Source: an optimization exercise on an open RTL-to-GDS flow (aim: small area, a short achievable clock period and few clock cycles per item). Production flows keep margins and buffers that such runs may drop.
Where RTL was checked, it was by simulation tests only, not by an equivalence proof against the original.
Function not checked in run 2: the RTL went through the layout flow alone.

==> flow/design.v, too long to show whole: its modules and the start of the top module <==
// module krnl_ro_rtl_counter: 57 lines
// module krnl_ro_rtl_fifo: 43 lines
// module krnl_ro_rtl_multiply: 1611 lines
// module krnl_ro_rtl_axi_read_master: 190 lines
// module krnl_ro_rtl_axi_write_master: 190 lines
// module krnl_ro_rtl_control_s_axi: 236 lines
// module krnl_ro_rtl_int: 353 lines
// module krnl_ro_rtl: 137 lines
module krnl_ro_rtl #( 
  parameter integer  C_S_AXI_CONTROL_DATA_WIDTH = 32,
  parameter integer  C_S_AXI_CONTROL_ADDR_WIDTH = 7,
  parameter integer  C_M_AXI_GMEM_ID_WIDTH = 2,
  parameter integer  C_M_AXI_GMEM_ADDR_WIDTH = 64,
  parameter integer  C_M_AXI_GMEM_DATA_WIDTH = 32
)
(
  input  wire  ap_clk,
  input  wire  ap_rst_n,
  output wire                                 m_axi_gmem_AWVALID,
  input  wire                                 m_axi_gmem_AWREADY,
  output wire [C_M_AXI_GMEM_ADDR_WIDTH-1:0]   m_axi_gmem_AWADDR,
  output wire [C_M_AXI_GMEM_ID_WIDTH - 1:0]   m_axi_gmem_AWID,
  output wire [7:0]                           m_axi_gmem_AWLEN,
  output wire [2:0]                           m_axi_gmem_AWSIZE,
  output wire [1:0]                           m_axi_gmem_AWBURST,
  output wire [1:0]                           m_axi_gmem_AWLOCK,
  output wire [3:0]                           m_axi_gmem_AWCACHE,
  output wire [2:0]                           m_axi_gmem_AWPROT,
  output wire [3:0]                           m_axi_gmem_AWQOS,
  output wire [3:0]                           m_axi_gmem_AWREGION,
  output wire                                 m_axi_gmem_WVALID,
  input  wire                                 m_axi_gmem_WREADY,
  output wire [C_M_AXI_GMEM_DATA_WIDTH-1:0]   m_axi_gmem_WDATA,
  output wire [C_M_AXI_GMEM_DATA_WIDTH/8-1:0] m_axi_gmem_WSTRB,
  output wire                                 m_axi_gmem_WLAST,
  // ...
==> flow/flow/run.sh <==
#!/bin/bash
# The standard layout with three changes to how it is made:
# - repair_timing is asked to leave SETUP_SLACK_MARGIN ns of setup slack at
#   the design's clock period, so the layout is timed for a shorter period
#   than the one it is checked at (the SDC is the standard flow's own, unchanged);
# - every input and output port still gets a buffer, but a plain buf cell
#   that the resizer may size up, not the delay buffer buffer_ports picks;
# - clock tree synthesis clusters up to 30 sinks within 75 um per buffer
#   and adds no dummy loads, so the tree has fewer buffers.
set -euo pipefail
bash standard.sh SETUP_SLACK_MARGIN=15.5 \
  "BUFFER_PORTS_ARGS=-buffer_cell sky130_fd_sc_hd__buf_1" \
  "CTS_ARGS=-sink_clustering_enable -repair_clock_nets -dont_use_dummy_load -sink_clustering_size 30 -sink_clustering_max_diameter 75" \
  finish > flow_make.log 2>&1
==> flow/standard.sh <==
#!/bin/bash
# synth_recipe.tcl (not shown) runs the flow's synth.tcl, then flattens the netlist and writes it again
# the make line also repeats each setting of config.mk as NAME=value (left out here)
make -C /OpenROAD-flow-scripts/flow DESIGN_CONFIG=/design/flow/config.mk WORK_HOME=/design/flow/orfs CLKGATE_MAP_FILE= SYNTH_SCRIPT=/design/flow/synth_recipe.tcl "${@:-finish}"
==> flow/config.mk <==
export PLATFORM = sky130hd
export DESIGN_NAME = krnl_ro_rtl
export DESIGN_NICKNAME = krnl_ro_rtl
export VERILOG_FILES = /design/flow/design.v
export SDC_FILE = /design/flow/constraint.sdc
export NUM_CORES = 4
export LEC_CHECK = 0
export CAP_MARGIN = 30
export CORE_MARGIN = 2
export CORE_UTILIZATION = 40
export SLEW_MARGIN = 20
export TNS_END_PERCENT = 0
==> flow/constraint.sdc <==
create_clock -name core_clock -period 20.0 [get_ports {ap_clk}]
set_input_delay 4.0000 -clock core_clock [delete_from_list [all_inputs] [get_ports {ap_clk}]]
set_output_delay 4.0000 -clock core_clock [all_outputs]
set_load 0.01 [all_outputs]
==> results.yml, run 1 <==
critical_path:
  critPathLaunchType: "register"
  crit_type: "register to output pin"
  critical-path-max-stage-delay_ns: 0.56
  cp.depth: 1
detailed_routing:
  topRoutingLayerUsed: "met5"
  m1WireLength_mm: 69.4
  routed_wl_met3_mm: 18.1
  first_iter_violations: 4860
  route.vias.total: 41400
final_layout:
  final.signal_buffer_count: 436
  registers.top_by_ff_count: "inst_krnl_ro_rtl_int.wq"
  area.share.sequential_pct: 39.2
  nNonClkInverters: 282
  layoutNonFillerInstCount: 6972
  syn_to_final_growth_pct: 7.02
synth:
  synthesis.area_mm2: 0.0513
  synth.yosys.warnings: 2
  dominantRegCellSynth: "dfxtp_1"
  synth-seq-area-share_pct: 41.9
clock_tree:
  clkSinkCount: 925
  cts_setup_buffers: 3
placed_design:
  dp.cells: 6910
run_status:
  outcome: "no timing/DRC/antenna violations"
global_routing:
  grt.met3_usage_pct: 5.85
timing:
  max_freq_mhz: 182
  fin_worst_hold_slack_ns: 0.458
worst_hold_path:
  timing.hold.worst.class: "register to register"
Testbench counts, summed over its fixed seeds: cycles 18,719, items 5,627.
==> module krnl_ro_rtl_control_s_axi, before the edit <==
module krnl_ro_rtl_control_s_axi #(
  parameter integer C_S_AXI_ADDR_WIDTH = 7,
  parameter integer C_S_AXI_DATA_WIDTH = 32
)(
  input  wire                            ACLK,
  input  wire                            ARESET,       
  input  wire                            ARESET_NEXT,  
  input  wire [C_S_AXI_ADDR_WIDTH-1:0]   AWADDR,
  input  wire                            AWVALID,
  output wire                            AWREADY,
  input  wire [C_S_AXI_DATA_WIDTH-1:0]   WDATA,
  input  wire [C_S_AXI_DATA_WIDTH/8-1:0] WSTRB,
  input  wire                            WVALID,
  output wire                            WREADY,
  output wire [1:0]                      BRESP,
  output wire                            BVALID,
  input  wire                            BREADY,
  input  wire [C_S_AXI_ADDR_WIDTH-1:0]   ARADDR,
  input  wire                            ARVALID,
  output wire                            ARREADY,
  output wire [C_S_AXI_DATA_WIDTH-1:0]   RDATA,
  output wire [1:0]                      RRESP,
  output wire                            RVALID,
  input  wire                            RREADY,
  output wire                            interrupt,
  output wire                            ap_start_pulse,  
  input  wire                            ap_done,         
  output wire [63:0]                     a,
  output wire [63:0]                     b,
  output wire [63:0]                     c,
  output wire [31:0]                     length_r,
  output wire [63:0]                     ro_in
);
localparam [6:0]
  ADDR_AP_CTRL       = 7'h00,
  ADDR_GIE           = 7'h04,
  ADDR_IER           = 7'h08,
  ADDR_ISR           = 7'h0c,
  ADDR_A_DATA_0      = 7'h10,
  ADDR_A_DATA_1      = 7'h14,
  ADDR_B_DATA_0      = 7'h1c,
  ADDR_B_DATA_1      = 7'h20,
  ADDR_D_DATA_0      = 7'h28,
  ADDR_D_DATA_1      = 7'h2c,
  ADDR_C_DATA_0      = 7'h34,
  ADDR_C_DATA_1      = 7'h38,
  ADDR_LENGTH_R      = 7'h40,
  ADDR_RO_IN_DATA_0  = 7'h48,
  ADDR_RO_IN_DATA_1  = 7'h4c,
  ADDR_RO_OUT_DATA_0 = 7'h54,
  ADDR_RO_OUT_DATA_1 = 7'h58;
reg        w_idle;       
reg        awready_r;    
reg        wready_r;     
reg        bvalid_r;     
reg  [6:0] waddr;
wire aw_hs = AWVALID & awready_r;
wire w_hs  = WVALID & wready_r;
wire w_idle_next = ARESET | (w_idle & ~AWVALID) | (bvalid_r & BREADY);
always @(posedge ACLK) begin
  if (ARESET) begin
    w_idle   <= 1'b1;
    wready_r <= 1'b0;
    bvalid_r <= 1'b0;
  end
  else begin
    w_idle   <= w_idle_next;
    wready_r <= aw_hs | (wready_r & ~WVALID);
    bvalid_r <= w_hs | (bvalid_r & ~BREADY);
  end
  awready_r <= ~ARESET_NEXT & w_idle_next;
  if (aw_hs) waddr <= AWADDR;
end
assign AWREADY = awready_r;
assign WREADY  = wready_r;
assign BVALID  = bvalid_r;
assign BRESP   = 2'b00;
reg         int_ap_start;
reg         int_ap_done;
reg         int_ap_idle;
reg         int_auto_restart;
reg         int_gie;
reg  [1:0]  int_ier;
reg  [1:0]  int_isr;
reg         int_irq;
reg         start_pulse;
reg  [63:0] int_a, int_b, int_c, int_d, int_ro_in, int_ro_out;
reg  [31:0] int_length_r;
wire wr_ctrl = w_hs && waddr == ADDR_AP_CTRL && WSTRB[0];
wire wr_gie  = w_hs && waddr == ADDR_GIE     && WSTRB[0];
wire wr_ier  = w_hs && waddr == ADDR_IER     && WSTRB[0];
wire wr_isr  = w_hs && waddr == ADDR_ISR     && WSTRB[0];
wire set_start = wr_ctrl && WDATA[0] && !int_ap_start;
reg        r_idle;     
reg        arready_r;  
reg        r_sel;      
reg        rvalid_r;
reg  [6:0] raddr;
reg  [31:0] rdata_r;
wire rd_ctrl = r_sel && raddr == ADDR_AP_CTRL;
wire       gie_next = wr_gie ? WDATA[0] : int_gie;
wire [1:0] isr_next;
assign isr_next[0] = (int_ier[0] & ap_done) ? 1'b1 :
                     wr_isr ? int_isr[0] ^ WDATA[0] : int_isr[0];
assign isr_next[1] = (int_ier[1] & ap_done) ? 1'b1 :
                     wr_isr ? int_isr[1] ^ WDATA[1] : int_isr[1];
always @(posedge ACLK) begin
  if (ARESET) begin
    int_ap_start     <= 1'b0;
    int_ap_done      <= 1'b0;
    int_ap_idle      <= 1'b1;
    int_auto_restart <= 1'b0;
    int_gie          <= 1'b0;
    int_ier          <= 2'b0;
    int_isr          <= 2'b0;
    int_irq          <= 1'b0;
    start_pulse      <= 1'b0;
  end
  else begin
    if (wr_ctrl && WDATA[0])
      int_ap_start <= 1'b1;
    else if (ap_done)
      int_ap_start <= int_auto_restart;
    if (ap_done)
      int_ap_done <= 1'b1;
    else if (rd_ctrl)
      int_ap_done <= 1'b0;
    if (ap_done)
      int_ap_idle <= 1'b1;
    else if (set_start)
      int_ap_idle <= 1'b0;
    if (wr_ctrl)
      int_auto_restart <= WDATA[7];
    int_gie     <= gie_next;
    if (wr_ier)
      int_ier <= WDATA[1:0];
    int_isr     <= isr_next;
    int_irq     <= gie_next & (|isr_next);
    start_pulse <= set_start;
  end
end
function automatic [31:0] wmerge(input [31:0] old, input [31:0] d, input [3:0] s);
  wmerge = { s[3] ? d[31:24] : old[31:24], s[2] ? d[23:16] : old[23:16],
             s[1] ? d[15:8]  : old[15:8],  s[0] ? d[7:0]   : old[7:0] };
endfunction
reg        wr_arg;
reg [31:0] wr_data;
reg [3:0]  wr_strb;
always @(posedge ACLK) begin
  wr_data <= WDATA;
  wr_strb <= WSTRB;
  if (ARESET)
    wr_arg <= 1'b0;
  else
    wr_arg <= w_hs;
end
always @(posedge ACLK) begin
  if (ARESET) begin
    int_a        <= 64'b0;
    int_b        <= 64'b0;
    int_c        <= 64'b0;
    int_d        <= 64'b0;
    int_ro_in    <= 64'b0;
    int_ro_out   <= 64'b0;
    int_length_r <= 32'b0;
  end
  else if (wr_arg) begin
    case (waddr)
      ADDR_A_DATA_0:      int_a[31:0]       <= wmerge(int_a[31:0],       wr_data, wr_strb);
      ADDR_A_DATA_1:      int_a[63:32]      <= wmerge(int_a[63:32],      wr_data, wr_strb);
      ADDR_B_DATA_0:      int_b[31:0]       <= wmerge(int_b[31:0],       wr_data, wr_strb);
      ADDR_B_DATA_1:      int_b[63:32]      <= wmerge(int_b[63:32],      wr_data, wr_strb);
      ADDR_C_DATA_0:      int_c[31:0]       <= wmerge(int_c[31:0],       wr_data, wr_strb);
      ADDR_C_DATA_1:      int_c[63:32]      <= wmerge(int_c[63:32],      wr_data, wr_strb);
      ADDR_D_DATA_0:      int_d[31:0]       <= wmerge(int_d[31:0],       wr_data, wr_strb);
      ADDR_D_DATA_1:      int_d[63:32]      <= wmerge(int_d[63:32],      wr_data, wr_strb);
      ADDR_LENGTH_R:      int_length_r      <= wmerge(int_length_r,      wr_data, wr_strb);
      ADDR_RO_IN_DATA_0:  int_ro_in[31:0]   <= wmerge(int_ro_in[31:0],   wr_data, wr_strb);
      ADDR_RO_IN_DATA_1:  int_ro_in[63:32]  <= wmerge(int_ro_in[63:32],  wr_data, wr_strb);
      ADDR_RO_OUT_DATA_0: int_ro_out[31:0]  <= wmerge(int_ro_out[31:0],  wr_data, wr_strb);
      ADDR_RO_OUT_DATA_1: int_ro_out[63:32] <= wmerge(int_ro_out[63:32], wr_data, wr_strb);
      default: ;
    endcase
  end
end
assign interrupt      = int_irq;
assign ap_start_pulse = start_pulse;
assign a              = int_a;
assign b              = int_b;
assign c              = int_c;
assign length_r       = int_length_r;
assign ro_in          = int_ro_in;
wire ar_hs = ARVALID & arready_r;
wire r_idle_next = ARESET | (r_idle & ~ARVALID) | (rvalid_r & RREADY);
always @(posedge ACLK) begin
  if (ARESET) begin
    r_idle   <= 1'b1;
    r_sel    <= 1'b0;
    rvalid_r <= 1'b0;
  end
  else begin
    r_idle   <= r_idle_next;
    r_sel    <= ar_hs;
    rvalid_r <= r_sel | (rvalid_r & ~RREADY);
  end
  arready_r <= ~ARESET_NEXT & r_idle_next;
  if (ar_hs) raddr <= ARADDR;
  if (r_sel) begin
    case (raddr)
      ADDR_AP_CTRL:       rdata_r <= {24'b0, int_auto_restart, 3'b0, ap_done,
                                      int_ap_idle, int_ap_done, int_ap_start};
      ADDR_GIE:           rdata_r <= {31'b0, int_gie};
      ADDR_IER:           rdata_r <= {30'b0, int_ier};
      ADDR_ISR:           rdata_r <= {30'b0, int_isr};
      ADDR_A_DATA_0:      rdata_r <= int_a[31:0];
      ADDR_A_DATA_1:      rdata_r <= int_a[63:32];
      ADDR_B_DATA_0:      rdata_r <= int_b[31:0];
      ADDR_B_DATA_1:      rdata_r <= int_b[63:32];
      ADDR_C_DATA_0:      rdata_r <= int_c[31:0];
      ADDR_C_DATA_1:      rdata_r <= int_c[63:32];
      ADDR_D_DATA_0:      rdata_r <= int_d[31:0];
      ADDR_D_DATA_1:      rdata_r <= int_d[63:32];
      ADDR_LENGTH_R:      rdata_r <= int_length_r;
      ADDR_RO_IN_DATA_0:  rdata_r <= int_ro_in[31:0];
      ADDR_RO_IN_DATA_1:  rdata_r <= int_ro_in[63:32];
      ADDR_RO_OUT_DATA_0: rdata_r <= int_ro_out[31:0];
      ADDR_RO_OUT_DATA_1: rdata_r <= int_ro_out[63:32];
      default:            rdata_r <= 32'b0;
    endcase
  end
end
assign ARREADY = arready_r;
assign RVALID  = rvalid_r;
assign RDATA   = rdata_r;
assign RRESP   = 2'b00;
endmodule
==> run 2: changes to the inputs <==
--- a/flow/design.v
+++ b/flow/design.v
@@ -101,21 +101,18 @@
 always @(posedge clk) begin
   if (do_wr) mem[wptr] <= din;
 end
 endmodule
 `default_nettype wire
 `default_nettype none
 module krnl_ro_rtl_multiply (
   input  wire [31:0] a,
-  input  wire [15:0] bneg,   
-  input  wire [15:0] bone,   
-  input  wire [15:0] btwo,   
-  output wire [31:0] s,    
-  output wire [31:0] c
+  input  wire [31:0] b,
+  output wire [31:0] p
 );
   wire neg0;
   wire one0;
   wire two0;
   wire pp0_0;
   wire pp0_1;
   wire pp0_2;
   wire pp0_3;
@@ -907,19 +904,19 @@
   wire s236;
   wire c236;
   wire s237;
   wire c237;
   wire s238;
   wire c238;
   wire s239;
   wire c239;
-  assign neg0 = bneg[0];
-  assign one0 = bone[0];
-  assign two0 = btwo[0];
+  assign neg0 = b[1];
+  assign one0 = b[0] ^ 1'b0;
+  assign two0 = (b[1] & ~b[0] & ~1'b0) | (~b[1] & b[0] & 1'b0);
   assign pp0_0 = (one0 & a[0]) ^ neg0;
   assign pp0_1 = ((one0 & a[1]) | (two0 & a[0])) ^ neg0;
   assign pp0_2 = ((one0 & a[2]) | (two0 & a[1])) ^ neg0;
   assign pp0_3 = ((one0 & a[3]) | (two0 & a[2])) ^ neg0;
   assign pp0_4 = ((one0 & a[4]) | (two0 & a[3])) ^ neg0;
   assign pp0_5 = ((one0 & a[5]) | (two0 & a[4])) ^ neg0;
   assign pp0_6 = ((one0 & a[6]) | (two0 & a[5])) ^ neg0;
   assign pp0_7 = ((one0 & a[7]) | (two0 & a[6])) ^ neg0;
@@ -942,19 +939,19 @@
   assign pp0_24 = ((one0 & a[24]) | (two0 & a[23])) ^ neg0;
   assign pp0_25 = ((one0 & a[25]) | (two0 & a[24])) ^ neg0;
   assign pp0_26 = ((one0 & a[26]) | (two0 & a[25])) ^ neg0;
   assign pp0_27 = ((one0 & a[27]) | (two0 & a[26])) ^ neg0;
   assign pp0_28 = ((one0 & a[28]) | (two0 & a[27])) ^ neg0;
   assign pp0_29 = ((one0 & a[29]) | (two0 & a[28])) ^ neg0;
   assign pp0_30 = ((one0 & a[30]) | (two0 & a[29])) ^ neg0;
   assign pp0_31 = ((one0 & a[31]) | (two0 & a[30])) ^ neg0;
-  assign neg1 = bneg[1];
-  assign one1 = bone[1];
-  assign two1 = btwo[1];
+  assign neg1 = b[3];
+  assign one1 = b[2] ^ b[1];
+  assign two1 = (b[3] & ~b[2] & ~b[1]) | (~b[3] & b[2] & b[1]);
   assign pp1_0 = (one1 & a[0]) ^ neg1;
   assign pp1_1 = ((one1 & a[1]) | (two1 & a[0])) ^ neg1;
   assign pp1_2 = ((one1 & a[2]) | (two1 & a[1])) ^ neg1;
   assign pp1_3 = ((one1 & a[3]) | (two1 & a[2])) ^ neg1;
   assign pp1_4 = ((one1 & a[4]) | (two1 & a[3])) ^ neg1;
   assign pp1_5 = ((one1 & a[5]) | (two1 & a[4])) ^ neg1;
   assign pp1_6 = ((one1 & a[6]) | (two1 & a[5])) ^ neg1;
   assign pp1_7 = ((one1 & a[7]) | (two1 & a[6])) ^ neg1;
@@ -975,19 +972,19 @@
   assign pp1_22 = ((one1 & a[22]) | (two1 & a[21])) ^ neg1;
   assign pp1_23 = ((one1 & a[23]) | (two1 & a[22])) ^ neg1;
   assign pp1_24 = ((one1 & a[24]) | (two1 & a[23])) ^ neg1;
   assign pp1_25 = ((one1 & a[25]) | (two1 & a[24])) ^ neg1;
   assign pp1_26 = ((one1 & a[26]) | (two1 & a[25])) ^ neg1;
   assign pp1_27 = ((one1 & a[27]) | (two1 & a[26])) ^ neg1;
   assign pp1_28 = ((one1 & a[28]) | (two1 & a[27])) ^ neg1;
   assign pp1_29 = ((one1 & a[29]) | (two1 & a[28])) ^ neg1;
-  assign neg2 = bneg[2];
-  assign one2 = bone[2];
-  assign two2 = btwo[2];
+  assign neg2 = b[5];
+  assign one2 = b[4] ^ b[3];
+  assign two2 = (b[5] & ~b[4] & ~b[3]) | (~b[5] & b[4] & b[3]);
   assign pp2_0 = (one2 & a[0]) ^ neg2;
   assign pp2_1 = ((one2 & a[1]) | (two2 & a[0])) ^ neg2;
   assign pp2_2 = ((one2 & a[2]) | (two2 & a[1])) ^ neg2;
   assign pp2_3 = ((one2 & a[3]) | (two2 & a[2])) ^ neg2;
   assign pp2_4 = ((one2 & a[4]) | (two2 & a[3])) ^ neg2;
   assign pp2_5 = ((one2 & a[5]) | (two2 & a[4])) ^ neg2;
   assign pp2_6 = ((one2 & a[6]) | (two2 & a[5])) ^ neg2;
   assign pp2_7 = ((one2 & a[7]) | (two2 & a[6])) ^ neg2;
@@ -1006,19 +1003,19 @@
   assign pp2_20 = ((one2 & a[20]) | (two2 & a[19])) ^ neg2;
   assign pp2_21 = ((one2 & a[21]) | (two2 & a[20])) ^ neg2;
   assign pp2_22 = ((one2 & a[22]) | (two2 & a[21])) ^ neg2;
   assign pp2_23 = ((one2 & a[23]) | (two2 & a[22])) ^ neg2;
   assign pp2_24 = ((one2 & a[24]) | (two2 & a[23])) ^ neg2;
   assign pp2_25 = ((one2 & a[25]) | (two2 & a[24])) ^ neg2;
   assign pp2_26 = ((one2 & a[26]) | (two2 & a[25])) ^ neg2;
   assign pp2_27 = ((one2 & a[27]) | (two2 & a[26])) ^ neg2;
-  assign neg3 = bneg[3];
-  assign one3 = bone[3];
-  assign two3 = btwo[3];
+  assign neg3 = b[7];
+  assign one3 = b[6] ^ b[5];
+  assign two3 = (b[7] & ~b[6] & ~b[5]) | (~b[7] & b[6] & b[5]);
   assign pp3_0 = (one3 & a[0]) ^ neg3;
   assign pp3_1 = ((one3 & a[1]) | (two3 & a[0])) ^ neg3;
   assign pp3_2 = ((one3 & a[2]) | (two3 & a[1])) ^ neg3;
   assign pp3_3 = ((one3 & a[3]) | (two3 & a[2])) ^ neg3;
   assign pp3_4 = ((one3 & a[4]) | (two3 & a[3])) ^ neg3;
   assign pp3_5 = ((one3 & a[5]) | (two3 & a[4])) ^ neg3;
   assign pp3_6 = ((one3 & a[6]) | (two3 & a[5])) ^ neg3;
   assign pp3_7 = ((one3 & a[7]) | (two3 & a[6])) ^ neg3;
@@ -1035,19 +1032,19 @@
   assign pp3_18 = ((one3 & a[18]) | (two3 & a[17])) ^ neg3;
   assign pp3_19 = ((one3 & a[19]) | (two3 & a[18])) ^ neg3;
   assign pp3_20 = ((one3 & a[20]) | (two3 & a[19])) ^ neg3;
   assign pp3_21 = ((one3 & a[21]) | (two3 & a[20])) ^ neg3;
   assign pp3_22 = ((one3 & a[22]) | (two3 & a[21])) ^ neg3;
   assign pp3_23 = ((one3 & a[23]) | (two3 & a[22])) ^ neg3;
   assign pp3_24 = ((one3 & a[24]) | (two3 & a[23])) ^ neg3;
   assign pp3_25 = ((one3 & a[25]) | (two3 & a[24])) ^ neg3;
-  assign neg4 = bneg[4];
-  assign one4 = bone[4];
-  assign two4 = btwo[4];
+  assign neg4 = b[9];
+  assign one4 = b[8] ^ b[7];
+  assign two4 = (b[9] & ~b[8] & ~b[7]) | (~b[9] & b[8] & b[7]);
   assign pp4_0 = (one4 & a[0]) ^ neg4;
   assign pp4_1 = ((one4 & a[1]) | (two4 & a[0])) ^ neg4;
   assign pp4_2 = ((one4 & a[2]) | (two4 & a[1])) ^ neg4;
   assign pp4_3 = ((one4 & a[3]) | (two4 & a[2])) ^ neg4;
   assign pp4_4 = ((one4 & a[4]) | (two4 & a[3])) ^ neg4;
   assign pp4_5 = ((one4 & a[5]) | (two4 & a[4])) ^ neg4;
   assign pp4_6 = ((one4 & a[6]) | (two4 & a[5])) ^ neg4;
   assign pp4_7 = ((one4 & a[7]) | (two4 & a[6])) ^ neg4;
@@ -1062,19 +1059,19 @@
   assign pp4_16 = ((one4 & a[16]) | (two4 & a[15])) ^ neg4;
   assign pp4_17 = ((one4 & a[17]) | (two4 & a[16])) ^ neg4;
   assign pp4_18 = ((one4 & a[18]) | (two4 & a[17])) ^ neg4;
   assign pp4_19 = ((one4 & a[19]) | (two4 & a[18])) ^ neg4;
   assign pp4_20 = ((one4 & a[20]) | (two4 & a[19])) ^ neg4;
   assign pp4_21 = ((one4 & a[21]) | (two4 & a[20])) ^ neg4;
   assign pp4_22 = ((one4 & a[22]) | (two4 & a[21])) ^ neg4;
   assign pp4_23 = ((one4 & a[23]) | (two4 & a[22])) ^ neg4;
-  assign neg5 = bneg[5];
-  assign one5 = bone[5];
-  assign two5 = btwo[5];
+  assign neg5 = b[11];
+  assign one5 = b[10] ^ b[9];
+  assign two5 = (b[11] & ~b[10] & ~b[9]) | (~b[11] & b[10] & b[9]);
   assign pp5_0 = (one5 & a[0]) ^ neg5;
   assign pp5_1 = ((one5 & a[1]) | (two5 & a[0])) ^ neg5;
   assign pp5_2 = ((one5 & a[2]) | (two5 & a[1])) ^ neg5;
   assign pp5_3 = ((one5 & a[3]) | (two5 & a[2])) ^ neg5;
   assign pp5_4 = ((one5 & a[4]) | (two5 & a[3])) ^ neg5;
   assign pp5_5 = ((one5 & a[5]) | (two5 & a[4])) ^ neg5;
   assign pp5_6 = ((one5 & a[6]) | (two5 & a[5])) ^ neg5;
   assign pp5_7 = ((one5 & a[7]) | (two5 & a[6])) ^ neg5;
@@ -1087,19 +1084,19 @@
   assign pp5_14 = ((one5 & a[14]) | (two5 & a[13])) ^ neg5;
   assign pp5_15 = ((one5 & a[15]) | (two5 & a[14])) ^ neg5;
   assign pp5_16 = ((one5 & a[16]) | (two5 & a[15])) ^ neg5;
   assign pp5_17 = ((one5 & a[17]) | (two5 & a[16])) ^ neg5;
   assign pp5_18 = ((one5 & a[18]) | (two5 & a[17])) ^ neg5;
   assign pp5_19 = ((one5 & a[19]) | (two5 & a[18])) ^ neg5;
   assign pp5_20 = ((one5 & a[20]) | (two5 & a[19])) ^ neg5;
   assign pp5_21 = ((one5 & a[21]) | (two5 & a[20])) ^ neg5;
-  assign neg6 = bneg[6];
-  assign one6 = bone[6];
-  assign two6 = btwo[6];
+  assign neg6 = b[13];
+  assign one6 = b[12] ^ b[11];
+  assign two6 = (b[13] & ~b[12] & ~b[11]) | (~b[13] & b[12] & b[11]);
   assign pp6_0 = (one6 & a[0]) ^ neg6;
   assign pp6_1 = ((one6 & a[1]) | (two6 & a[0])) ^ neg6;
   assign pp6_2 = ((one6 & a[2]) | (two6 & a[1])) ^ neg6;
   assign pp6_3 = ((one6 & a[3]) | (two6 & a[2])) ^ neg6;
   assign pp6_4 = ((one6 & a[4]) | (two6 & a[3])) ^ neg6;
   assign pp6_5 = ((one6 & a[5]) | (two6 & a[4])) ^ neg6;
   assign pp6_6 = ((one6 & a[6]) | (two6 & a[5])) ^ neg6;
   assign pp6_7 = ((one6 & a[7]) | (two6 & a[6])) ^ neg6;
@@ -1110,19 +1107,19 @@
   assign pp6_12 = ((one6 & a[12]) | (two6 & a[11])) ^ neg6;
   assign pp6_13 = ((one6 & a[13]) | (two6 & a[12])) ^ neg6;
   assign pp6_14 = ((one6 & a[14]) | (two6 & a[13])) ^ neg6;
   assign pp6_15 = ((one6 & a[15]) | (two6 & a[14])) ^ neg6;
   assign pp6_16 = ((one6 & a[16]) | (two6 & a[15])) ^ neg6;
   assign pp6_17 = ((one6 & a[17]) | (two6 & a[16])) ^ neg6;
   assign pp6_18 = ((one6 & a[18]) | (two6 & a[17])) ^ neg6;
   assign pp6_19 = ((one6 & a[19]) | (two6 & a[18])) ^ neg6;
-  assign neg7 = bneg[7];
-  assign one7 = bone[7];
-  assign two7 = btwo[7];
+  assign neg7 = b[15];
+  assign one7 = b[14] ^ b[13];
+  assign two7 = (b[15] & ~b[14] & ~b[13]) | (~b[15] & b[14] & b[13]);
   assign pp7_0 = (one7 & a[0]) ^ neg7;
   assign pp7_1 = ((one7 & a[1]) | (two7 & a[0])) ^ neg7;
   assign pp7_2 = ((one7 & a[2]) | (two7 & a[1])) ^ neg7;
   assign pp7_3 = ((one7 & a[3]) | (two7 & a[2])) ^ neg7;
   assign pp7_4 = ((one7 & a[4]) | (two7 & a[3])) ^ neg7;
   assign pp7_5 = ((one7 & a[5]) | (two7 & a[4])) ^ neg7;
   assign pp7_6 = ((one7 & a[6]) | (two7 & a[5])) ^ neg7;
   assign pp7_7 = ((one7 & a[7]) | (two7 & a[6])) ^ neg7;
@@ -1131,110 +1128,110 @@
   assign pp7_10 = ((one7 & a[10]) | (two7 & a[9])) ^ neg7;
   assign pp7_11 = ((one7 & a[11]) | (two7 & a[10])) ^ neg7;
   assign pp7_12 = ((one7 & a[12]) | (two7 & a[11])) ^ neg7;
   assign pp7_13 = ((one7 & a[13]) | (two7 & a[12])) ^ neg7;
   assign pp7_14 = ((one7 & a[14]) | (two7 & a[13])) ^ neg7;
   assign pp7_15 = ((one7 & a[15]) | (two7 & a[14])) ^ neg7;
   assign pp7_16 = ((one7 & a[16]) | (two7 & a[15])) ^ neg7;
   assign pp7_17 = ((one7 & a[17]) | (two7 & a[16])) ^ neg7;
-  assign neg8 = bneg[8];
-  assign one8 = bone[8];
-  assign two8 = btwo[8];
+  assign neg8 = b[17];
+  assign one8 = b[16] ^ b[15];
+  assign two8 = (b[17] & ~b[16] & ~b[15]) | (~b[17] & b[16] & b[15]);
   assign pp8_0 = (one8 & a[0]) ^ neg8;
   assign pp8_1 = ((one8 & a[1]) | (two8 & a[0])) ^ neg8;
   assign pp8_2 = ((one8 & a[2]) | (two8 & a[1])) ^ neg8;
   assign pp8_3 = ((one8 & a[3]) | (two8 & a[2])) ^ neg8;
   assign pp8_4 = ((one8 & a[4]) | (two8 & a[3])) ^ neg8;
   assign pp8_5 = ((one8 & a[5]) | (two8 & a[4])) ^ neg8;
   assign pp8_6 = ((one8 & a[6]) | (two8 & a[5])) ^ neg8;
   assign pp8_7 = ((one8 & a[7]) | (two8 & a[6])) ^ neg8;
   assign pp8_8 = ((one8 & a[8]) | (two8 & a[7])) ^ neg8;
   assign pp8_9 = ((one8 & a[9]) | (two8 & a[8])) ^ neg8;
   assign pp8_10 = ((one8 & a[10]) | (two8 & a[9])) ^ neg8;
   assign pp8_11 = ((one8 & a[11]) | (two8 & a[10])) ^ neg8;
   assign pp8_12 = ((one8 & a[12]) | (two8 & a[11])) ^ neg8;
   assign pp8_13 = ((one8 & a[13]) | (two8 & a[12])) ^ neg8;
   assign pp8_14 = ((one8 & a[14]) | (two8 & a[13])) ^ neg8;
   assign pp8_15 = ((one8 & a[15]) | (two8 & a[14])) ^ neg8;
-  assign neg9 = bneg[9];
-  assign one9 = bone[9];
-  assign two9 = btwo[9];
+  assign neg9 = b[19];
+  assign one9 = b[18] ^ b[17];
+  assign two9 = (b[19] & ~b[18] & ~b[17]) | (~b[19] & b[18] & b[17]);
   assign pp9_0 = (one9 & a[0]) ^ neg9;
   assign pp9_1 = ((one9 & a[1]) | (two9 & a[0])) ^ neg9;
   assign pp9_2 = ((one9 & a[2]) | (two9 & a[1])) ^ neg9;
   assign pp9_3 = ((one9 & a[3]) | (two9 & a[2])) ^ neg9;
   assign pp9_4 = ((one9 & a[4]) | (two9 & a[3])) ^ neg9;
   assign pp9_5 = ((one9 & a[5]) | (two9 & a[4])) ^ neg9;
   assign pp9_6 = ((one9 & a[6]) | (two9 & a[5])) ^ neg9;
   assign pp9_7 = ((one9 & a[7]) | (two9 & a[6])) ^ neg9;
   assign pp9_8 = ((one9 & a[8]) | (two9 & a[7])) ^ neg9;
   assign pp9_9 = ((one9 & a[9]) | (two9 & a[8])) ^ neg9;
   assign pp9_10 = ((one9 & a[10]) | (two9 & a[9])) ^ neg9;
   assign pp9_11 = ((one9 & a[11]) | (two9 & a[10])) ^ neg9;
   assign pp9_12 = ((one9 & a[12]) | (two9 & a[11])) ^ neg9;
   assign pp9_13 = ((one9 & a[13]) | (two9 & a[12])) ^ neg9;
-  assign neg10 = bneg[10];
-  assign one10 = bone[10];
-  assign two10 = btwo[10];
+  assign neg10 = b[21];
+  assign one10 = b[20] ^ b[19];
+  assign two10 = (b[21] & ~b[20] & ~b[19]) | (~b[21] & b[20] & b[19]);
   assign pp10_0 = (one10 & a[0]) ^ neg10;
   assign pp10_1 = ((one10 & a[1]) | (two10 & a[0])) ^ neg10;
   assign pp10_2 = ((one10 & a[2]) | (two10 & a[1])) ^ neg10;
   assign pp10_3 = ((one10 & a[3]) | (two10 & a[2])) ^ neg10;
   assign pp10_4 = ((one10 & a[4]) | (two10 & a[3])) ^ neg10;
   assign pp10_5 = ((one10 & a[5]) | (two10 & a[4])) ^ neg10;
   assign pp10_6 = ((one10 & a[6]) | (two10 & a[5])) ^ neg10;
   assign pp10_7 = ((one10 & a[7]) | (two10 & a[6])) ^ neg10;
   assign pp10_8 = ((one10 & a[8]) | (two10 & a[7])) ^ neg10;
   assign pp10_9 = ((one10 & a[9]) | (two10 & a[8])) ^ neg10;
   assign pp10_10 = ((one10 & a[10]) | (two10 & a[9])) ^ neg10;
   assign pp10_11 = ((one10 & a[11]) | (two10 & a[10])) ^ neg10;
-  assign neg11 = bneg[11];
-  assign one11 = bone[11];
-  assign two11 = btwo[11];
+  assign neg11 = b[23];
+  assign one11 = b[22] ^ b[21];
+  assign two11 = (b[23] & ~b[22] & ~b[21]) | (~b[23] & b[22] & b[21]);
   assign pp11_0 = (one11 & a[0]) ^ neg11;
   assign pp11_1 = ((one11 & a[1]) | (two11 & a[0])) ^ neg11;
   assign pp11_2 = ((one11 & a[2]) | (two11 & a[1])) ^ neg11;
   assign pp11_3 = ((one11 & a[3]) | (two11 & a[2])) ^ neg11;
   assign pp11_4 = ((one11 & a[4]) | (two11 & a[3])) ^ neg11;
   assign pp11_5 = ((one11 & a[5]) | (two11 & a[4])) ^ neg11;
   assign pp11_6 = ((one11 & a[6]) | (two11 & a[5])) ^ neg11;
   assign pp11_7 = ((one11 & a[7]) | (two11 & a[6])) ^ neg11;
   assign pp11_8 = ((one11 & a[8]) | (two11 & a[7])) ^ neg11;
   assign pp11_9 = ((one11 & a[9]) | (two11 & a[8])) ^ neg11;
-  assign neg12 = bneg[12];
-  assign one12 = bone[12];
-  assign two12 = btwo[12];
+  assign neg12 = b[25];
+  assign one12 = b[24] ^ b[23];
+  assign two12 = (b[25] & ~b[24] & ~b[23]) | (~b[25] & b[24] & b[23]);
   assign pp12_0 = (one12 & a[0]) ^ neg12;
   assign pp12_1 = ((one12 & a[1]) | (two12 & a[0])) ^ neg12;
   assign pp12_2 = ((one12 & a[2]) | (two12 & a[1])) ^ neg12;
   assign pp12_3 = ((one12 & a[3]) | (two12 & a[2])) ^ neg12;
   assign pp12_4 = ((one12 & a[4]) | (two12 & a[3])) ^ neg12;
   assign pp12_5 = ((one12 & a[5]) | (two12 & a[4])) ^ neg12;
   assign pp12_6 = ((one12 & a[6]) | (two12 & a[5])) ^ neg12;
   assign pp12_7 = ((one12 & a[7]) | (two12 & a[6])) ^ neg12;
-  assign neg13 = bneg[13];
-  assign one13 = bone[13];
-  assign two13 = btwo[13];
+  assign neg13 = b[27];
+  assign one13 = b[26] ^ b[25];
+  assign two13 = (b[27] & ~b[26] & ~b[25]) | (~b[27] & b[26] & b[25]);
   assign pp13_0 = (one13 & a[0]) ^ neg13;
   assign pp13_1 = ((one13 & a[1]) | (two13 & a[0])) ^ neg13;
   assign pp13_2 = ((one13 & a[2]) | (two13 & a[1])) ^ neg13;
   assign pp13_3 = ((one13 & a[3]) | (two13 & a[2])) ^ neg13;
   assign pp13_4 = ((one13 & a[4]) | (two13 & a[3])) ^ neg13;
   assign pp13_5 = ((one13 & a[5]) | (two13 & a[4])) ^ neg13;
-  assign neg14 = bneg[14];
-  assign one14 = bone[14];
-  assign two14 = btwo[14];
+  assign neg14 = b[29];
+  assign one14 = b[28] ^ b[27];
+  assign two14 = (b[29] & ~b[28] & ~b[27]) | (~b[29] & b[28] & b[27]);
   assign pp14_0 = (one14 & a[0]) ^ neg14;
   assign pp14_1 = ((one14 & a[1]) | (two14 & a[0])) ^ neg14;
   assign pp14_2 = ((one14 & a[2]) | (two14 & a[1])) ^ neg14;
   assign pp14_3 = ((one14 & a[3]) | (two14 & a[2])) ^ neg14;
-  assign neg15 = bneg[15];
-  assign one15 = bone[15];
-  assign two15 = btwo[15];
+  assign neg15 = b[31];
+  assign one15 = b[30] ^ b[29];
+  assign two15 = (b[31] & ~b[30] & ~b[29]) | (~b[31] & b[30] & b[29]);
   assign pp15_0 = (one15 & a[0]) ^ neg15;
   assign pp15_1 = ((one15 & a[1]) | (two15 & a[0])) ^ neg15;
   assign s0 = pp0_24 ^ pp1_22;
   assign c0 = pp0_24 & pp1_22;
   assign s1 = pp0_25 ^ pp1_23;
   assign c1 = pp0_25 & pp1_23;
   assign s2 = pp0_26 ^ pp1_24 ^ pp2_22;
   assign c2 = (pp0_26 & pp1_24) | (pp0_26 & pp2_22) | (pp1_24 & pp2_22);
@@ -1707,18 +1704,19 @@
   assign s236 = s206 ^ c173 ^ c205;
   assign c236 = (s206 & c173) | (s206 & c205) | (c173 & c205);
   assign s237 = s207 ^ c175 ^ c206;
   assign c237 = (s207 & c175) | (s207 & c206) | (c175 & c206);
   assign s238 = s208 ^ c177 ^ c207;
   assign c238 = (s208 & c177) | (s208 & c207) | (c177 & c207);
   assign s239 = s209 ^ c179 ^ c208;
   assign c239 = (s209 & c179) | (s209 & c208) | (c179 & c208);
-  assign s = {s239, s238, s237, s236, s235, s234, s233, s232, s231, s230, s229, s228, s227, s226, s225, s224, s223, s222, s221, s220, s219, s218, s217, s216, s215, s214, s213, s212, s211, s210, pp0_1, pp0_0};
-  assign c = {c238, c237, c236, c235, c234, c233, c232, c231, c230, c229, c228, c227, c226, c225, c224, c223, c222, c221, c220, c219, c218, c217, c216, c215, c214, c213, c212, c211, c210, neg1, 1'b0, neg0};
+  wire [31:0] r0 = {s239, s238, s237, s236, s235, s234, s233, s232, s231, s230, s229, s228, s227, s226, s225, s224, s223, s222, s221, s220, s219, s218, s217, s216, s215, s214, s213, s212, s211, s210, pp0_1, pp0_0};
+  wire [31:0] r1 = {c238, c237, c236, c235, c234, c233, c232, c231, c230, c229, c228, c227, c226, c225, c224, c223, c222, c221, c220, c219, c218, c217, c216, c215, c214, c213, c212, c211, c210, neg1, 1'b0, neg0};
+  assign p = r0 + r1;
 endmodule
 `default_nettype wire
 `default_nettype none
 module krnl_ro_rtl_axi_read_master #( 
   parameter integer C_ID_WIDTH         = 2,    
   parameter integer C_ADDR_WIDTH       = 64,
   parameter integer C_DATA_WIDTH       = 32,
   parameter integer C_NUM_CHANNELS     = 4,    
@@ -2241,52 +2239,41 @@
     int_irq     <= gie_next & (|isr_next);
     start_pulse <= set_start;
   end
 end
 function automatic [31:0] wmerge(input [31:0] old, input [31:0] d, input [3:0] s);
   wmerge = { s[3] ? d[31:24] : old[31:24], s[2] ? d[23:16] : old[23:16],
              s[1] ? d[15:8]  : old[15:8],  s[0] ? d[7:0]   : old[7:0] };
 endfunction
-reg        wr_arg;
-reg [31:0] wr_data;
-reg [3:0]  wr_strb;
-always @(posedge ACLK) begin
-  wr_data <= WDATA;
-  wr_strb <= WSTRB;
-  if (ARESET)
-    wr_arg <= 1'b0;
-  else
-    wr_arg <= w_hs;
-end
 always @(posedge ACLK) begin
   if (ARESET) begin
     int_a        <= 64'b0;
     int_b        <= 64'b0;
     int_c        <= 64'b0;
     int_d        <= 64'b0;
     int_ro_in    <= 64'b0;
     int_ro_out   <= 64'b0;
     int_length_r <= 32'b0;
   end
-  else if (wr_arg) begin
+  else if (w_hs) begin
     case (waddr)
-      ADDR_A_DATA_0:      int_a[31:0]       <= wmerge(int_a[31:0],       wr_data, wr_strb);
-      ADDR_A_DATA_1:      int_a[63:32]      <= wmerge(int_a[63:32],      wr_data, wr_strb);
-      ADDR_B_DATA_0:      int_b[31:0]       <= wmerge(int_b[31:0],       wr_data, wr_strb);
-      ADDR_B_DATA_1:      int_b[63:32]      <= wmerge(int_b[63:32],      wr_data, wr_strb);
-      ADDR_C_DATA_0:      int_c[31:0]       <= wmerge(int_c[31:0],       wr_data, wr_strb);
-      ADDR_C_DATA_1:      int_c[63:32]      <= wmerge(int_c[63:32],      wr_data, wr_strb);
-      ADDR_D_DATA_0:      int_d[31:0]       <= wmerge(int_d[31:0],       wr_data, wr_strb);
-      ADDR_D_DATA_1:      int_d[63:32]      <= wmerge(int_d[63:32],      wr_data, wr_strb);
-      ADDR_LENGTH_R:      int_length_r      <= wmerge(int_length_r,      wr_data, wr_strb);
-      ADDR_RO_IN_DATA_0:  int_ro_in[31:0]   <= wmerge(int_ro_in[31:0],   wr_data, wr_strb);
-      ADDR_RO_IN_DATA_1:  int_ro_in[63:32]  <= wmerge(int_ro_in[63:32],  wr_data, wr_strb);
-      ADDR_RO_OUT_DATA_0: int_ro_out[31:0]  <= wmerge(int_ro_out[31:0],  wr_data, wr_strb);
-      ADDR_RO_OUT_DATA_1: int_ro_out[63:32] <= wmerge(int_ro_out[63:32], wr_data, wr_strb);
+      ADDR_A_DATA_0:      int_a[31:0]       <= wmerge(int_a[31:0],       WDATA, WSTRB);
+      ADDR_A_DATA_1:      int_a[63:32]      <= wmerge(int_a[63:32],      WDATA, WSTRB);
+      ADDR_B_DATA_0:      int_b[31:0]       <= wmerge(int_b[31:0],       WDATA, WSTRB);
+      ADDR_B_DATA_1:      int_b[63:32]      <= wmerge(int_b[63:32],      WDATA, WSTRB);
+      ADDR_C_DATA_0:      int_c[31:0]       <= wmerge(int_c[31:0],       WDATA, WSTRB);
+      ADDR_C_DATA_1:      int_c[63:32]      <= wmerge(int_c[63:32],      WDATA, WSTRB);
+      ADDR_D_DATA_0:      int_d[31:0]       <= wmerge(int_d[31:0],       WDATA, WSTRB);
+      ADDR_D_DATA_1:      int_d[63:32]      <= wmerge(int_d[63:32],      WDATA, WSTRB);
+      ADDR_LENGTH_R:      int_length_r      <= wmerge(int_length_r,      WDATA, WSTRB);
+      ADDR_RO_IN_DATA_0:  int_ro_in[31:0]   <= wmerge(int_ro_in[31:0],   WDATA, WSTRB);
+      ADDR_RO_IN_DATA_1:  int_ro_in[63:32]  <= wmerge(int_ro_in[63:32],  WDATA, WSTRB);
+      ADDR_RO_OUT_DATA_0: int_ro_out[31:0]  <= wmerge(int_ro_out[31:0],  WDATA, WSTRB);
+      ADDR_RO_OUT_DATA_1: int_ro_out[63:32] <= wmerge(int_ro_out[63:32], WDATA, WSTRB);
       default: ;
     endcase
   end
 end
 assign interrupt      = int_irq;
 assign ap_start_pulse = start_pulse;
 assign a              = int_a;
 assign b              = int_b;
@@ -2467,159 +2454,132 @@
 assign m_axi_gmem_ARBURST  = 2'b01;
 assign m_axi_gmem_ARLOCK   = 2'b00;
 assign m_axi_gmem_ARCACHE  = 4'b0011;
 assign m_axi_gmem_ARPROT   = 3'b000;
 assign m_axi_gmem_ARQOS    = 4'b0000;
 assign m_axi_gmem_ARREGION = 4'b0000;
 assign m_axi_gmem_WSTRB    = {C_M_AXI_GMEM_DATA_WIDTH/8{1'b1}};
 assign m_axi_gmem_BREADY   = 1'b1;
-logic                arvalid_r;
-logic                awvalid_r;
-logic [63:2]         axaddr_r;
-logic [7:0]          axlen_r;
-logic [1:0]          axid_r;
-logic                ax_more;   
-logic [1:0]          ax_sel;    
-logic [LP_LEN_W-2:0] ax_off;    
-logic               ar_go;      
-logic               aw_go;      
-wire                ax_hs    = (arvalid_r & m_axi_gmem_ARREADY) | (awvalid_r & m_axi_gmem_AWREADY);
-wire                ax_load  = start | (ar_go & m_axi_gmem_ARREADY) | (aw_go & m_axi_gmem_AWREADY);
-wire [LP_LEN_W-1:0] ax_rem_c = len - {1'b0, ax_off};    
-wire                ax_wr    = (ax_sel == 2'd3);
-wire                rd_last  = (ax_rem_c <= LP_RD_BURST_LEN);
-wire                wr_last  = (ax_rem_c <= 13'd256);
-logic [63:0]        ax_base;
-always_comb begin
-  case (ax_sel)
-    2'd0:    ax_base = ro_in;
-    2'd1:    ax_base = a;
-    2'd2:    ax_base = b;
-    default: ax_base = c;
-  endcase
-end
-wire arvalid_n = ax_load ? ~ax_wr : (arvalid_r & ~ax_hs);
-wire awvalid_n = ax_load ?  ax_wr : (awvalid_r & ~ax_hs);
-wire ax_more_n = ax_load ? ~(ax_wr & wr_last) : ax_more;
+logic                       arvalid_r;
+logic [63:0]                araddr_r;
+logic [LP_LOG_RD_BURST-1:0] arlen_r;
+logic [1:0]                 arid_r;
+logic                       ar_more;   
+logic [1:0]                 ar_sel;    
+logic [LP_LEN_W-2:0]        ar_off;    
+logic [LP_LEN_W-1:0]        ar_rem;    
+wire                  ar_hs   = arvalid_r & m_axi_gmem_ARREADY;
+wire                  ar_load = start | (ar_hs & ar_more);
+wire [LP_LEN_W-1:0]   ar_rem_c = start ? len : ar_rem;
+wire                  ar_last_chunk = (ar_rem_c <= LP_RD_BURST_LEN);
+wire [63:0]           ar_base = (ar_sel == 2'd0) ? ro_in : (ar_sel == 2'd1) ? a : b;
 always @(posedge ap_clk) begin
   if (areset) begin
     arvalid_r <= 1'b0;
-    awvalid_r <= 1'b0;
-    ar_go     <= 1'b0;
-    aw_go     <= 1'b0;
-    ax_more   <= 1'b0;
-    ax_sel    <= 2'd0;
-    ax_off    <= '0;
+    ar_more   <= 1'b0;
+    ar_sel    <= 2'd0;
+    ar_off    <= '0;
   end
   else begin
-    arvalid_r <= arvalid_n;
-    awvalid_r <= awvalid_n;
-    ar_go     <= arvalid_n & ax_more_n;
-    aw_go     <= awvalid_n & ax_more_n;
-    ax_more   <= ax_more_n;
-    if (ax_load) begin
-      if (ax_wr) begin
-        ax_sel <= wr_last ? 2'd0 : 2'd3;
-        ax_off <= wr_last ? '0 : ax_off + 12'd256;
-      end
-      else if (ax_sel == 2'd2) begin
-        ax_sel <= rd_last ? 2'd3 : 2'd0;
-        ax_off <= rd_last ? '0 : ax_off + LP_RD_BURST_LEN;
+    if (ar_load)
+      arvalid_r <= 1'b1;
+    else if (ar_hs)
+      arvalid_r <= 1'b0;
+    if (ar_load) begin
+      ar_more <= ~(ar_sel == 2'd2 && ar_last_chunk);
+      ar_rem  <= ar_rem_c;
+      if (ar_sel == 2'd2) begin
+        ar_sel <= 2'd0;
+        ar_off <= ar_last_chunk ? '0 : ar_off + LP_RD_BURST_LEN;
+        ar_rem <= ar_rem_c - LP_RD_BURST_LEN;
       end
       else begin
-        ax_sel <= ax_sel + 1'b1;
+        ar_sel <= ar_sel + 1'b1;
       end
     end
   end
-  if (ax_load) begin
-    axaddr_r <= ax_base[63:2] + {50'b0, ax_off};
-    axlen_r  <= ax_wr ? (wr_last ? ax_rem_c[7:0] - 1'b1 : 8'hFF)
-                      : (rd_last ? {7'b0, ax_rem_c[LP_LOG_RD_BURST-1:0] - 1'b1} : LP_RD_BURST_LEN - 1);
-    axid_r   <= ax_sel;
+  if (ar_load) begin
+    araddr_r <= ar_base + {ar_off, 2'b00};
+    arlen_r  <= ar_last_chunk ? ar_rem_c[LP_LOG_RD_BURST-1:0] - 1'b1 : {LP_LOG_RD_BURST{1'b1}};
+    arid_r   <= ar_sel;
   end
 end
 assign m_axi_gmem_ARVALID = arvalid_r;
-assign m_axi_gmem_ARADDR  = {axaddr_r, 2'b00};
-assign m_axi_gmem_ARLEN   = axlen_r;
-assign m_axi_gmem_ARID    = axid_r;
-assign m_axi_gmem_AWVALID = awvalid_r;
-assign m_axi_gmem_AWADDR  = {axaddr_r, 2'b00};
-assign m_axi_gmem_AWLEN   = axlen_r;
-logic        rready_r;
-logic        r_x, r_y, r_z;    
-logic [15:0] r_neg, r_one, r_two;
-logic        m_y, m_z;         
-logic [31:0] m_s, m_c;
-logic        last_x;           
-logic [31:0] slot0, slot1;
-logic [1:0]  q_n;
-logic [31:0] r_raw;
-logic [31:0] mul_s, mul_c;
-wire  [32:0] rdx  = {m_axi_gmem_RDATA, 1'b0};
-wire         r_in = m_axi_gmem_RVALID & rready_r;
+assign m_axi_gmem_ARADDR  = {araddr_r[63:2], 2'b00};
+assign m_axi_gmem_ARLEN   = {{(8-LP_LOG_RD_BURST){1'b0}}, arlen_r};
+assign m_axi_gmem_ARID    = arid_r;
+logic                       rready_r;
+logic                       r_v;
+logic [31:0]                r_d;
+logic [1:0]                 r_id;
+logic                       r_last;
+logic [LP_LOG_RD_BURST-1:0] r_k;       
+logic [31:0]                slot [LP_RD_BURST_LEN];
+logic [31:0]                prod;
 always @(posedge ap_clk) begin
-  for (int j = 0; j < 16; j++) begin
-    r_neg[j] <= rdx[2*j+2];
-    r_one[j] <= rdx[2*j+1] ^ rdx[2*j];
-    r_two[j] <= (rdx[2*j+2] & ~rdx[2*j+1] & ~rdx[2*j]) | (~rdx[2*j+2] & rdx[2*j+1] & rdx[2*j]);
+  r_d    <= m_axi_gmem_RDATA;
+  r_id   <= m_axi_gmem_RID;
+  r_last <= m_axi_gmem_RLAST;
+  if (areset)
+    r_v <= 1'b0;
+  else
+    r_v <= m_axi_gmem_RVALID & rready_r;
+  if (areset | start)
+    r_k <= '0;
+  else if (r_v)
+    r_k <= r_last ? '0 : r_k + 1'b1;
+end
+wire        r_is_x = (r_id == 2'd0);
+wire        r_is_z = (r_id == 2'd2);
+wire [31:0] mul_a  = r_is_x ? 32'd1 : slot[r_k];
+krnl_ro_rtl_multiply inst_mul (
+  .a ( mul_a ),
+  .b ( r_d   ),
+  .p ( prod  )
+);
+always @(posedge ap_clk) begin
+  for (int i = 0; i < LP_RD_BURST_LEN; i++) begin
+    if (r_v && !r_is_z && r_k == i) slot[i] <= prod;
   end
+end
+logic                awvalid_r;
+logic                aw_adv;
+logic                aw_more;
+logic [63:10]        aw_hi;
+logic [7:0]          awlen_r;
+logic [LP_LEN_W-1:0] aw_rem;      
+wire                aw_hs    = awvalid_r & m_axi_gmem_AWREADY;
+wire [LP_LEN_W-1:0] aw_rem_n = start ? len : aw_rem - 13'd256;
+always @(posedge ap_clk) begin
   if (areset) begin
-    r_x    <= 1'b0;
-    r_y    <= 1'b0;
-    r_z    <= 1'b0;
-    m_y    <= 1'b0;
-    m_z    <= 1'b0;
-    last_x <= 1'b0;
+    awvalid_r <= 1'b0;
+    aw_adv    <= 1'b0;
   end
   else begin
-    r_x <= r_in & (m_axi_gmem_RID == 2'd0);
-    r_y <= r_in & (m_axi_gmem_RID == 2'd1);
-    r_z <= r_in & (m_axi_gmem_RID == 2'd2);
-    m_y <= r_y;
-    m_z <= r_z;
-    if (r_in) last_x <= (m_axi_gmem_RID == 2'd0);
-  end
-  m_s <= mul_s;
-  m_c <= mul_c;
-end
-always_comb begin
-  for (int j = 0; j < 16; j++) begin
-    r_raw[2*j+1] = r_neg[j];
-    r_raw[2*j]   = r_one[j] ^ ((j > 0) ? r_neg[(j > 0) ? j-1 : 0] : 1'b0);
+    if (start | aw_adv)
+      awvalid_r <= 1'b1;
+    else if (aw_hs)
+      awvalid_r <= 1'b0;
+    aw_adv <= aw_hs & aw_more;
+  end
+  if (start | aw_adv) begin
+    aw_rem  <= aw_rem_n;
+    aw_more <= (aw_rem_n > 13'd256);
+    awlen_r <= (aw_rem_n > 13'd256) ? 8'hFF : aw_rem_n[7:0] - 1'b1;
   end
+  if (start)
+    aw_hi <= c[63:10];
+  else if (aw_adv)
+    aw_hi <= aw_hi + 1'b1;
 end
-krnl_ro_rtl_multiply inst_mul (
-  .a    ( slot0 ),
-  .bneg ( r_neg ),
-  .bone ( r_one ),
-  .btwo ( r_two ),
-  .s    ( mul_s ),
-  .c    ( mul_c )
-);
-wire [31:0] prod = m_s + m_c;
-wire       q_pop  = r_y | r_z;
-wire [1:0] q_left = q_n - q_pop;
-always @(posedge ap_clk) begin
-  if (areset | start)
-    q_n <= 2'd0;
-  else
-    q_n <= q_left + (r_x | m_y);
-  if (r_x && q_left == 2'd0)
-    slot0 <= r_raw;
-  else if (m_y && q_left == 2'd0)
-    slot0 <= prod;
-  else if (q_pop)
-    slot0 <= slot1;
-  if (r_x && q_left == 2'd1)
-    slot1 <= r_raw;
-  else if (m_y && q_left == 2'd1)
-    slot1 <= prod;
-end
-wire                 res_v = m_z;
+assign m_axi_gmem_AWVALID = awvalid_r;
+assign m_axi_gmem_AWADDR  = {aw_hi, c[9:0]};
+assign m_axi_gmem_AWLEN   = awlen_r;
+wire                res_v = r_v & r_is_z;
 logic [LP_LEN_W-1:0] w_rem;
 logic [7:0]          w_cnt;
 wire                 res_l = (w_rem == 1) | (w_cnt == 8'hFF);
 always @(posedge ap_clk) begin
   if (start) begin
     w_rem <= len;
     w_cnt <= '0;
   end
@@ -2635,67 +2595,57 @@
 logic [32:0]           wq [LP_WQ_DEPTH];
 logic [LP_WQ_AW-1:0]   wq_wp, wq_rp;
 logic [LP_WQ_AW:0]     wq_n;
 wire w_take    = ~wvalid_r | m_axi_gmem_WREADY;
 wire wq_empty  = (wq_n == 0);
 wire wq_pop    = w_take & ~wq_empty;
 wire res_to_w  = w_take & wq_empty & res_v;
 wire wq_push   = res_v & ~res_to_w;
-wire [LP_WQ_AW:0] wq_n_next = (wq_push == wq_pop) ? wq_n :
-                              wq_push ? wq_n + 1'b1 : wq_n - 1'b1;
+wire [LP_WQ_AW:0] wq_n_next = wq_n + wq_push - wq_pop;
 wire wvalid_next = w_take ? (~wq_empty | res_v) : 1'b1;
-wire in_z        = r_in & (m_axi_gmem_RID == 2'd2);
-wire in_y_single = r_in & (m_axi_gmem_RID == 2'd1) & m_axi_gmem_RLAST & last_x;
-wire [2:0] held   = wvalid_r + wq_n;
-wire [2:0] held_k = held + m_z + r_z;
-wire       w_pop  = wvalid_r & m_axi_gmem_WREADY;
-wire       rready_next = !in_y_single &&
-                         ((held_k <= LP_WQ_DEPTH - 1) ||
-                          (held_k == LP_WQ_DEPTH     && (!in_z || w_pop)) ||
-                          (held_k == LP_WQ_DEPTH + 1 && !in_z && w_pop));
 always @(posedge ap_clk) begin
   if (areset) begin
     wvalid_r <= 1'b0;
     wq_n     <= '0;
     wq_wp    <= '0;
     wq_rp    <= '0;
     rready_r <= 1'b0;
   end
   else begin
     wvalid_r <= wvalid_next;
     wq_n     <= wq_n_next;
     if (wq_push) wq_wp <= (wq_wp == LP_WQ_DEPTH-1) ? '0 : wq_wp + 1'b1;
     if (wq_pop)  wq_rp <= (wq_rp == LP_WQ_DEPTH-1) ? '0 : wq_rp + 1'b1;
-    rready_r <= rready_next;
+    rready_r <= ({1'b0, wq_n_next} + wvalid_next + (m_axi_gmem_RVALID & rready_r)) <= LP_WQ_DEPTH;
   end
   if (res_v) wq[wq_wp] <= {res_l, prod};
   if (wq_pop)
     {wlast_r, wdata_r} <= wq[wq_rp];
   else if (res_to_w)
     {wlast_r, wdata_r} <= {res_l, prod};
 end
 assign m_axi_gmem_RREADY = rready_r;
 assign m_axi_gmem_WVALID = wvalid_r;
 assign m_axi_gmem_WDATA  = wdata_r;
 assign m_axi_gmem_WLAST  = wlast_r;
-logic       b_last;    
-logic [4:0] b_left;    
-assign done = b_last & m_axi_gmem_BVALID;
+logic       busy;
+logic [4:0] b_left;
+assign done = busy & m_axi_gmem_BVALID & (b_left == 5'd1);
 always @(posedge ap_clk) begin
+  if (areset)
+    busy <= 1'b0;
+  else if (start)
+    busy <= 1'b1;
+  else if (done)
+    busy <= 1'b0;
   if (start)
     b_left <= (len + 13'd255) >> 8;
   else if (m_axi_gmem_BVALID)
     b_left <= b_left - 1'b1;
-  if (areset)
-    b_last <= 1'b0;
-  else if (start)
-    b_last <= (len <= 13'd256);
-  else if (m_axi_gmem_BVALID)
-    b_last <= b_last ? 1'b0 : (b_left == 5'd2);
 end
 endmodule
 `default_nettype wire
 `default_nettype none
 `timescale 1 ns / 1 ps 
 module krnl_ro_rtl #( 
   parameter integer  C_S_AXI_CONTROL_DATA_WIDTH = 32,
   parameter integer  C_S_AXI_CONTROL_ADDR_WIDTH = 7,
==> flow/run.sh (new file) <==
#!/bin/bash
# synth_recipe.tcl (not shown) runs the flow's synth.tcl, then flattens the netlist and writes it again
# the make line also repeats each setting of config.mk as NAME=value (left out here)
make -C /OpenROAD-flow-scripts/flow DESIGN_CONFIG=/design/flow/config.mk WORK_HOME=/design/flow/orfs CLKGATE_MAP_FILE= SYNTH_SCRIPT=/design/flow/synth_recipe.tcl finish
==> flow/config.mk (replaced) <==
export PLATFORM = sky130hd
export DESIGN_NAME = krnl_ro_rtl
export DESIGN_NICKNAME = krnl_ro_rtl
export VERILOG_FILES = /design/flow/design.v
export SDC_FILE = /design/flow/constraint.sdc
export NUM_CORES = 4
export LEC_CHECK = 0
export CAP_MARGIN = 20
export CORE_MARGIN = 2
export CORE_UTILIZATION = 40
export SLEW_MARGIN = 20
removed: flow/flow/run.sh
removed: flow/standard.sh
==> results.yml, run 2 <==
detailed_routing:
  route.antenna.remaining_nets: 0
  wl_per_cell_um: 24.3
  post-route-drc-count: 0
  detail_route.wirelength_mm: 208
  route.vias.total: 50800
  drt_pre_antenna_iters: 8
  first_iter_violations: 6723
  vias_per_cell: 5.96
final_layout:
  largest_register_ffs: 66
  layout-drive-gt1-share_pct: 6.86
  most_common_cell_after_layout_fill_and_taps_aside: "nand2_1"
  layout.cells.most_common_list: "843 x nand2_1, 616 x a21oi_1, 555 x nor2_1, 479 x dfxtp_1, 404 x nand3_1"
  final_util_pct: 45.4
  number_of_nets_in_the_finished_design: 6933
  layoutNonFillerInstCount: 8531
  syn_to_final_growth_pct: 12.7
  n_fill_cell: 13800
  registers.top_by_ff_count: "inst_krnl_ro_rtl_int.wq"
timing:
  min_period_over_period_pct: 43.8
  hold_violations: 0
  max_freq_mhz: 114
  final_critical_path_required_period_ns: 8.76
  fin_worst_hold_slack_ns: 0.456
  skew_ns: 0.0801
  total_negative_setup_slacks_ns: 0
  finalSetupViolCount: 0
  rsz0062_at_grt: "no"
  timing_worst_slew_pin_value_ns: 1.19
  max_slew_margin_pct: 20.7
  slew_viol_final: 0
critical_path:
  crit_type: "register to register"
  timing.critical_path.required_ns: 20.43
  worst_ep_arrival_time_ns: 9.19
  critical_path_peak_fanout: 21
  end_kind: "register"
  critPathLaunchType: "register"
floorplan:
  core-area_mm2: 0.142
  die-height_um: 382
  rows: 138
  floorplan.die_area_mm2: 0.146
  io_pins: 379
  die_w_um: 382
  floorplan.initialDensity_pct: 40.3
synth:
  yosysTopAreaCellShare_pct: 20.1
  synth_cell_types: 91
  netlist.top_cell.by_area: "edfxtp_1"
  post_synth_inst_count: 6627
  synth-seq-cells: 887
  yosys-top-cells-area: "edfxtp_1 20%, dfxtp_1 18%, fa_1 6.7%, nand2_1 5.6%, a21oi_1 5.4%"
  synth_edf_count: 381
  postSynth.asyncResetShare_pct: 0
  yosys-top-cells-count: "843 x nand2_1, 616 x a21oi_1, 593 x nor2_1"
  dominantRegCellSynth: "dfxtp_1"
  mean_syn_cell_area_um2: 8.60
  synth-seq-area-share_pct: 37.8
  synth_most_common_cell: "nand2_1"
  synthesis.area_mm2: 0.0570
  synth.yosys.warnings: 3
clock_tree:
  clock_tree.htree_level_count: 3
  cts_setup_buffers: 0
  clockRootBuffer: "clkbuf_16"
  cts-hold-fix-buffers: 0
  clk_latency_ns: 0.78
  post_cts_resized: 0
  path_clk_slew_ns: 0.06
  max-clock-path-buffers: 3
  clkSinkCount: 887
  cts_buffers: 98
  tritoncts: "built"
global_routing:
  first_pass_grt_wire_length_mm: 305
  grt-busiest-layer: "met2"
  grt.met1_usage_pct: 33.7
  grt_antenna_before_repair: 11
  grt.met3_usage_pct: 5.69
  grt_overflow: 0
  grt_max_degree: 96
  track_usage_pct: 27.5
  globalRouteMet2Util_pct: 45.0
  first_global_vias: 47000
placed_design:
  io_buffer_count: 308
  dp.cells: 8342
  gp_routability_congestion: 0.960
  dpl.hpwl_mm: 141
job:
  max_cap_violations: 0
worst_hold_path:
  timing.hold.worst.class: "register to register"
run_status:
  outcome: "no timing/DRC/antenna violations"
## run 2: layer usage
layer  share of wire [%]  vias up  routed length (um)
met5               0.034        -                  70
met4                 6.1       10               12600
met3                 9.2      509               19100
met2                  47     2562               97700
met1                  38    24400               78000
li1                    -    23300                   -
## run 2: path summary, 6_finish.rpt
kind	startpoint	endpoint	slack, ns	depth (start not counted)
worst min register to register	register	register	0.46	2
worst min-delay path	register	register	0.46	2
worst max-delay path	inst_krnl_ro_rtl_int.r_k$_SDFFE_PP0P_	inst_krnl_ro_rtl_int.wdata_r[30]$_DFFE_PP_	11.24	22
worst max register to register	inst_krnl_ro_rtl_int.r_k$_SDFFE_PP0P_	inst_krnl_ro_rtl_int.wdata_r[30]$_DFFE_PP_	11.24	22
## run 2: through the flow
| step | setup WS [ns] | cell area, um^2 |
|---|---|---|
| 2_1_floorplan | 12.50 | 57200 |
| 3_3_place_gp | 11.37 | 60900 |
| 3_5_place_dp | 11.35 | 60900 |
| 4_1_cts | 11.33 | 64200 |
| 5_1_grt | 10.81 | 64200 |
| 6_report | 11.24 | 64200 |
## run 2: logic make-up after synthesis
family	Yosys count	share of synthesized area, %
simple gates	2185	16.9
fa+ha+maj	413	11.0
compound gates	1650	18.0
xor+xnor	265	4.17
buf+inv	922	6.66
other cells	2	0.0132
flops	887	37.8
mux	303	5.47
## run 2: cell type report
cell class | count | area, um^2 | share of cell area [%]
antenna | 4 | 10.0 | 0.0156
clock buffer | 139 | 2720 | 4.23
clock inverter | 44 | 529 | 0.824
inverter | 250 | 938 | 1.46
multi-input combinational | 4881 | 32000 | 49.8
sequential | 887 | 21600 | 33.7
tap | 1890 | 2360 | 3.68
timing repair buffer | 436 | 4060 | 6.32
## run 2: worst max-delay path: stages (launching register included)
cell and delay [ns]:
dfxtp_2 0.61, buf_4 0.41, mux2_2 0.29, and2_1 0.75
o22ai_1 0.16, nor2_1 0.13, nor2_1 0.05, a221oi_1 0.31
fa_1 0.54, fa_1 0.53, fa_1 0.54, inv_1 0.06
fa_1 0.53, inv_1 0.06, fa_1 0.53, ha_1 0.43
and3_1 0.21, nand2_1 0.08, or3_1 0.36, o21ai_0 0.81
a31oi_1 0.32, o211a_1 0.30, a211oi_1 0.45

-- re-timing with driven ports --
No port has a modelled driver above. Below, the same layouts with a new extraction and two added sets of constraints.
Step 1: set_driving_cell puts a clkbuf_16 on ap_clk and a buf_2 on each other input, an assumption about the parent block.
Step 2 adds t to the input delays and takes it off the output delays; t is the mean of the earliest and latest rising clock arrival at the registers after step 1. Input paths then give back, and output paths get back, about the clock's delay inside the block.
a / b / c = no drivers / after step 1 / after step 2; a / b = the first two.
run	t, ns	setup WS [ns]	hold WS [ns]	slew at the worst register clock pin (ns)
run 1	0.758	14.497 / 14.427 / 13.943	0.458 / 0.458 / 0.458	0.12 / 0.12
run 2	0.812	11.243 / 11.243 / 11.243	0.456 / 0.456 / 0.456	0.08 / 0.08
After both steps every run listed still meets setup and hold. For run 1, which loses most, drivers alone change the setup slack by -0.070 ns; drivers and shift together by -0.554 ns.
